What follows belongs to an exercise in optimizing a design on an open flow for small area, a short achievable clock period and few clock cycles; a production flow would make more cautious choices.
Function not checked in this run: the RTL went through the layout flow alone.

==> flow/design.v <==
module MUL_DIV_top (
    input           clk,
    input           rst_n,
    input  [31:0]   data1,
    input  [31:0]   data2,
    input           MUL_DIV_start,
    input  [2:0]    MUL_DIV_ctrl,
    output [31:0]   MUL_DIV_out,
    output          MUL_DIV_done
);
localparam [3:0] S_IDLE = 4'd0, S_MUL = 4'd1, S_CORR = 4'd3,
                 S_DPREP = 4'd4, S_ZCHK = 4'd5, S_UP = 4'd6, S_DOWN = 4'd7,
                 S_RCOR = 4'd8, S_FIX = 4'd9, S_UPN = 4'd10;
function [2:0] booth;
    input [2:0] b;
    begin
        booth[2] = b[1] ^ b[0];
        booth[1] = (b == 3'b011) | (b == 3'b100);
        booth[0] = b[2] & ~(b[1] & b[0]);
    end
endfunction
reg  [3:0]  state;
reg         done_r;
reg         op_rem;          
reg         osel;            
reg  [5:0]  cnt;             
reg  [1:0]  ph;              
reg         corr;
reg         asgn, qneg;
reg  [34:0] X;
reg  [31:0] Y;
reg  [32:0] M;
reg         one0, two0, neg0, one1, two1, six1, neg1, magy, cin;
localparam W = 37;
wire [W-1:0] Mx   = {{(W-33){M[32]}}, M};
wire [W-1:0] mag0 = (one0 ? Mx : {W{1'b0}}) | (two0 ? {Mx[W-2:0], 1'b0} : {W{1'b0}})
                  | (magy ? {{(W-32){1'b0}}, Y} : {W{1'b0}});
wire [W-1:0] mag1 = (one1 ? {Mx[W-3:0], 2'b00} : {W{1'b0}}) | (two1 ? {Mx[W-4:0], 3'b000} : {W{1'b0}})
                  | (six1 ? {Mx[W-7:0], 6'b000000} : {W{1'b0}});
wire [W-1:0] A    = {{(W-35){X[34]}}, X};
wire [W-1:0] B    = mag0 ^ {W{neg0}};
wire [W-1:0] C    = mag1 ^ {W{neg1}};
wire [W-1:0] cs_s = A ^ B ^ C;
wire [W-1:0] cs_c = {(A[W-2:0] & B[W-2:0]) | (A[W-2:0] & C[W-2:0]) | (B[W-2:0] & C[W-2:0]), neg1};
wire [W-1:0] S    = cs_s + cs_c + {{(W-1){1'b0}}, cin};
wire         s_neg = S[W-1];
wire        in_div  = MUL_DIV_ctrl[2];
wire        in_as   = in_div ? ~MUL_DIV_ctrl[0] : (MUL_DIV_ctrl[1:0] != 2'd3);  
wire        in_bs   = in_div ? ~MUL_DIV_ctrl[0] : ~MUL_DIV_ctrl[1];             
wire        in_asgn = data1[31] & in_as;
wire        in_bsgn = data2[31] & in_bs;
wire        in_dz   = (data2 == 32'd0);
reg [3:0] nstate;
reg       ndone;
always @* begin
    nstate = state;
    ndone  = 1'b0;
    case (state)
        S_IDLE:  if (MUL_DIV_start) begin
                     if (!in_div) nstate = S_MUL;
                     else if (in_dz) begin nstate = S_IDLE; ndone = 1'b1; end
                     else nstate = in_asgn ? S_DPREP : S_ZCHK;
                 end
        S_MUL:   if (cnt[2:0] == 3'd1) begin
                     if (corr) nstate = S_CORR;
                     else begin nstate = S_IDLE; ndone = 1'b1; end
                 end
        S_CORR:  begin nstate = S_IDLE; ndone = 1'b1; end
        S_DPREP: nstate = S_ZCHK;
        S_ZCHK:  if (s_neg) begin nstate = S_IDLE; ndone = 1'b1; end    
                 else nstate = S_UP;
        S_UP, S_UPN: nstate = s_neg ? S_DOWN : S_UPN;
        S_DOWN:  if (cnt == 6'd0) begin
                     if (op_rem) nstate = S_RCOR;
                     else if (qneg) nstate = S_FIX;
                     else begin nstate = S_IDLE; ndone = 1'b1; end
                 end
        S_RCOR:  if (asgn) nstate = S_FIX;
                 else begin nstate = S_IDLE; ndone = 1'b1; end
        S_FIX:   begin nstate = S_IDLE; ndone = 1'b1; end
        default: nstate = S_IDLE;
    endcase
end
always @(posedge clk or negedge rst_n) begin
    if (!rst_n) begin
        state  <= S_IDLE;
        done_r <= 1'b0;
    end else begin
        state  <= nstate;
        done_r <= ndone;
    end
end
wire [2:0] bd0_in  = booth({data1[1:0], 1'b0});
wire [2:0] bd1_in  = booth(data1[3:1]);
wire [2:0] bd0_y   = booth(Y[5:3]);
wire [2:0] bd1_y   = booth(Y[7:5]);
wire       msgn    = M[32];
localparam [8:0] C_ZERO  = 9'b000_0000_00;
localparam [8:0] C_CORR  = 9'b100_0000_00;     
localparam [8:0] C_NEGY  = 9'b001_0000_11;     
localparam [8:0] C_DEC   = 9'b001_0000_00;     
reg  [8:0] nctl;    
wire [8:0] c_m1  = {2'b10, ~msgn, 4'b0000, 1'b0, ~msgn};   
wire [8:0] c_m2  = {2'b01, ~msgn, 4'b0000, 1'b0, ~msgn};   
wire [8:0] c_m4  = {3'b000, 3'b100, ~msgn, 2'b00};         
wire [8:0] c_m8  = {3'b000, 3'b010, ~msgn, 2'b00};         
wire [8:0] c_m64 = {3'b000, 3'b001, ~msgn, 2'b00};         
reg        flip;    
always @* begin
    nctl = C_ZERO;
    flip = 1'b0;
    case (state)
        S_IDLE:  if (!in_div) nctl = {bd0_in, bd1_in[2:1], 1'b0, bd1_in[0], 1'b0, bd0_in[0]};
                 else if (in_asgn) nctl = C_NEGY;
                 else nctl = {2'b10, ~in_bsgn, 4'b0000, 1'b0, ~in_bsgn};
        S_MUL:   if (cnt[2:0] != 3'd1) nctl = {bd0_y, bd1_y[2:1], 1'b0, bd1_y[0], 1'b0, bd0_y[0]};
                 else if (corr) nctl = C_CORR;
        S_DPREP: nctl = c_m1;
        S_ZCHK:  nctl = c_m8;
        S_UP, S_UPN: nctl = s_neg ? c_m4 : c_m64;
        S_DOWN:  begin
                     if (cnt != 6'd0) nctl = (ph == 2'd0) ? c_m2 : c_m1;
                     else if (op_rem) nctl = c_m1;
                     else nctl = C_NEGY;
                     flip = (cnt != 6'd0 || op_rem) & s_neg;
                 end
        S_RCOR:  nctl = C_DEC;
        default: nctl = C_ZERO;
    endcase
end
always @(posedge clk) {one0, two0, neg0, one1, two1, six1, neg1, magy, cin} <= nctl ^ {2'b00, flip, 3'b000, flip, 1'b0, flip};
always @(posedge clk) begin
    case (state)
        S_IDLE: if (MUL_DIV_start) begin
            op_rem <= MUL_DIV_ctrl[2] & MUL_DIV_ctrl[1];
            X      <= (in_div & ~in_asgn) ? {3'b000, data1} : 35'd0;
            Y      <= data1 | {32{in_div & ~MUL_DIV_ctrl[1] & in_dz}};   
            M      <= {in_bsgn, data2};
            osel   <= ~in_div & (MUL_DIV_ctrl[1:0] != 2'd0);
            cnt    <= in_div ? 6'd2 : 6'd8;
            corr   <= data1[31] & ~in_as;
            asgn   <= in_asgn;
            qneg   <= in_asgn ^ in_bsgn;
        end
        S_MUL: begin
            X   <= {{2{S[W-1]}}, S[W-1:4]};
            Y   <= {S[3:0], Y[31:4]};
            cnt <= cnt - 6'd1;
        end
        S_CORR: X <= S[34:0];
        S_DPREP: X <= {3'b000, S[31:0]};                   
        S_ZCHK: begin
            if (!op_rem) Y <= 32'd0;                       
            osel <= op_rem & ~s_neg & ~asgn;
        end
        S_UP:  ph <= 2'd0;
        S_UPN: begin
            M    <= {M[29:0], 3'b000};
            cnt  <= cnt + 6'd3;
            ph   <= 2'd0;
        end
        S_DOWN: begin
            X    <= (cnt == 6'd0 && !op_rem) ? 35'd0 : S[34:0];
            Y    <= {Y[30:0], ~s_neg};
            if (ph == 2'd2 && cnt != 6'd0) M <= {M[32], M[32:1]};
            if (ph != 2'd2) ph <= ph + 2'd1;
            cnt  <= cnt - 6'd1;
        end
        S_RCOR: if (X[34]) X <= S[34:0];
        S_FIX: begin
            Y    <= op_rem ? ~S[31:0] : S[31:0];
            osel <= 1'b0;
        end
        default: ;
    endcase
end
assign MUL_DIV_out  = osel ? X[31:0] : Y;
assign MUL_DIV_done = done_r;
endmodule
==> flow/run.sh <==
#!/bin/bash
# synth_recipe.tcl (not shown) runs the flow's synth.tcl, then flattens the netlist and writes it again
# the make line also repeats each setting of config.mk as NAME=value (left out here)
make -C /OpenROAD-flow-scripts/flow DESIGN_CONFIG=/design/flow/config.mk WORK_HOME=/design/flow/orfs CLKGATE_MAP_FILE= SYNTH_SCRIPT=/design/flow/synth_recipe.tcl finish
==> flow/config.mk <==
export PLATFORM = sky130hd
export DESIGN_NAME = MUL_DIV_top
export DESIGN_NICKNAME = MUL_DIV_top
export VERILOG_FILES = /design/flow/design.v
export SDC_FILE = /design/flow/constraint.sdc
export NUM_CORES = 8
export LEC_CHECK = 0
export CAP_MARGIN = 20
export CORE_MARGIN = 2
export CORE_UTILIZATION = 40
export SETUP_SLACK_MARGIN = 4
export SLEW_MARGIN = 20
==> flow/constraint.sdc <==
create_clock -name core_clock -period 9.0 [get_ports {clk}]
set_input_delay 1.8000 -clock core_clock [delete_from_list [all_inputs] [get_ports {clk}]]
set_output_delay 1.8000 -clock core_clock [all_outputs]
set_load 0.01 [all_outputs]
==> impl_metrics.csv <==
group,metric,value,unit
hold_path,holdCritStartpoint,"ph[0]",
yosys,seq_area_frac_synth,31.3,%
drt,via_per_inst,6.34,
critical_path,rr_startpoint,"one1",
critical_path,slowest_stage,"a222oi_1",
floorplanning,initial_core_util,40.9,%
floorplanning,rows,62,
place,routabilityCongestion,0.949,
drt,routed_wl,42700,um
grt,antenna_found_initial,0,
grt,grt_pass1_vias,10700,
drt,first_iter_violations,1816,
critical_path,cp_top_family,"compound AO/OA/AOI/OAI gates",
final_layout,layout_common_cells,"nand2_1 (157), edfxtp_1 (113), inv_1 (103)",
yosys,syn_nets,1461,
sta,worst_pin_slew,1010,ps
critical_path,worst-path-buf-inv,2,
sta,max_freq,0.208,GHz
drt,drt-met1-wl,18000,um
critical_path,cpPeakStageDelay,520,ps
hold_path,min_path_cells,1,
grt,track_usage,27.3,%
clock_network,cts_tree,"yes",
clock_network,cts_buffer_depth,2,
critical_path,endpoint_kind,"flip-flop",
critical_path,cp.required,9190,ps
run_status,status,"no timing/DRC/antenna violations",
final_layout,drive_above_1_share,8.14,%
floorplanning,core_area,28900,sq um
clock_network,post_cts_buffers,0,
drt,dr.pass1.iters,13,
critical_path,crit_arrival,5010,ps
drt,wl_per_cell,24.5,um
clock_network,path_clk_slew,70,ps
final_layout,final_common_cell,"nand2_1",
yosys,ys_warn_count,1,
critical_path,path_class,"reg -> reg",
yosys,synth-async-reset-ratio,3.94,%
drt,drcViolationCount,0,
drt,route.met3.wl,3470,um
yosys,ys_seq_elements,127,
sta,finalCriticalPeriod,4820,ps
final_layout,antenna_cells,0,
floorplanning,dieArea,31000,sq um
floorplanning,ios,103,
grt,grt_max_degree,70,
hold_path,min_to,"ph[0]",
critical_path,reg2reg_depth,15,
grt,grt_first_pass_wirelength,64800,um
critical_path,worstPathMaxFanout,34,
clock_network,h-tree-depth,4,
sta,tns,0,ps
clock_network,cts-buffers-inserted,17,
final_layout,final_nets,1508,
job,cap_violations,0,
floorplanning,die_x,176,um
sta,clock_skew,13.2,ps
drt,ant_nets,0,
clock_network,clockRootBuffer,"clkbuf_16",
drt,top_layer_used,"met4",
floorplanning,die_h,176,um
sta,finalMaxSlewViolations,0,
yosys,synth_flop_cell,"edfxtp_1",
critical_path,cp_cell_sequence,"buf_4 > a222oi_1 > xnor2_1 > fa_1 > inv_1 > ha_1 > and3_1 > nand3_1 > o211a_2 > o31ai_1 > a31oi_1 > o21ai_0 > xnor3_1 > a21oi_1 > nor2_1",
yosys,synth.distinct_cells,75,
place,numPlacedInstances,1714,
critical_path,reg2reg_to,"Y[28]",
critical_path,cp-start-kind,"flip-flop",
clock_network,insertion_delay,440,ps
grt,grt_overflow,0,
drt,num_vias,11100,
sta,fin_crit_sh,53.5,%
sta,hold_viol,0,
yosys,synthCells,1303,
yosys,syn_area,11800,sq um
final_layout,syn_to_final_growth,16.4,%
yosys,synth_edf_count,113,
place,place_hpwl,30800,um
yosys,syn_avg_cell_area,9.08,sq um
drt,dr_wl_met2,20100,um
place,port_buffers,102,
final_layout,stdcell_count,1747,
sta,rsz0062_at_grt,"false",
clock_network,cts.sinks,127,
sta,slew_headroom,32.8,%
critical_path,reg2reg_slack,4180,ps
sta,setup_viol_count_final,0,
hold_path,hold_path_class,"reg -> reg",
==> Yosys cell counts, drive strengths merged (22+ instances only) <==
| master | n | area, sq um |
|---|---|---|
| a21o | 22 | 165 |
| a21oi | 69 | 345 |
| a221oi | 33 | 295 |
| a222oi | 64 | 641 |
| a22oi | 45 | 338 |
| clkbuf | 70 | 263 |
| edfxtp | 113 | 3390 |
| fa | 37 | 741 |
| ha | 51 | 638 |
| inv | 105 | 394 |
| mux2 | 30 | 338 |
| nand2 | 157 | 589 |
| nor2 | 75 | 284 |
| o21ai | 57 | 289 |
| xnor2 | 92 | 806 |
| xor2 | 45 | 394 |
==> through the flow <==
step / worst slack [ps] / utilization [%] / area [sq um] / hold slack, ps
detailed placement: 3820 / 45.5 / 13200 / 555
global route: 4020 / 47.6 / 13800 / 600
CTS: 4070 / 47.5 / 13700 / 565
finish: 4180 / 47.6 / 13800 / 562
floorplan: 4080 / - / 11800 / 531
global placement: 3890 / 45.5 / 13200 / 547
==> worst max-delay path by stage <==
stage	startpoint	to	slack, ps	cells after the start
after global placement	one0	X[30]	3890	15
final	one1	Y[28]	4180	15
after floorplan	MUL_DIV_start	X[0]	4080	3
after detailed placement	one0	X[30]	3820	15
after global routing	one1	Y[28]	4020	15
after CTS	neg0	X[30]	4070	14
==> layer usage <==
metal | vias to the layer above | track usage, %
met5 | - | 0
met4 | 0 | 8.47
met3 | 78 | 4.33
met2 | 607 | 44.8
met1 | 5443 | 37.1
li1 | 4945 | -
==> cell families after synthesis <==
kind of cell / synth area share (%)
AOI/OAI and AO/OA: 24.8
xor gates and xnor gates: 10.3
adders and majority gates: 11.7
buffers and inverters: 6.33
DFF: 31.3
muxes: 3.53
and+or+nand+nor: 12.1
==> cell type report <==
class | instances | area, sq um
sequential | 127 | 3710
tap | 384 | 480
clock inverter | 14 | 125
clock buffer | 18 | 429
multi-input combinational | 980 | 7450
fill | 2754 | 15200
inverter | 105 | 397
timing repair buffer | 119 | 1180
==> worst register-to-register path, delay by kind of cell, from the launching register on <==
kind                       cells  cell delay [ps]
DFF                            1              300
AOI/OAI and AO/OA              6             2350
adders and majority gates      2              870
xor gates and xnor gates       2              430
buffers and inverters          2              280
and+or+nand+nor                3              330
==> timing repair <==
action,CTS,global route
pin swaps,0,0
hold buffers,0,0
resized for setup,5,5
endpoints found under the hold margin,0,0
endpoints found under the setup margin,21,16
==> state kept, by name, summed over array words and instances (netlist names) <==
name	cells
X	35
M	33
Y	32
cnt	6
state	4
ph	2
asgn	1
cin	1
corr	1
done_r	1
magy	1
neg0	1
neg1	1
one0	1
one1	1
op_rem	1
osel	1
qneg	1
six1	1
two0	1
two1	1

==> separate check: timing with driven ports <==
The flow's constraints put no driver on any port. The routed layout listed below was extracted and timed again, unchanged, in two steps. Step 1 assumes that a clkbuf_16 drives the clock port and a buf_2 every other input. Step 2 moves the port delays by t, midway between the first and last clock arrival at a register: inputs arrive t later, outputs are due t later. That takes back most of the time a late clock gives input paths. Slacks: ideal / step 1 / step 2; pairs: ideal / step 1.
t (ns): 0.479
setup slack, ns: 4.184 / 4.184 / 4.184
latest minus earliest clock arrival (ns): 0.014 / 0.013
worst slew at a driven data input, ns: 0.04
pins driven straight from the clock port: 1
After both steps setup and hold are still met in this run. For this run, drivers alone change the setup slack by 0.000 ns; drivers and shift together by 0.000 ns.
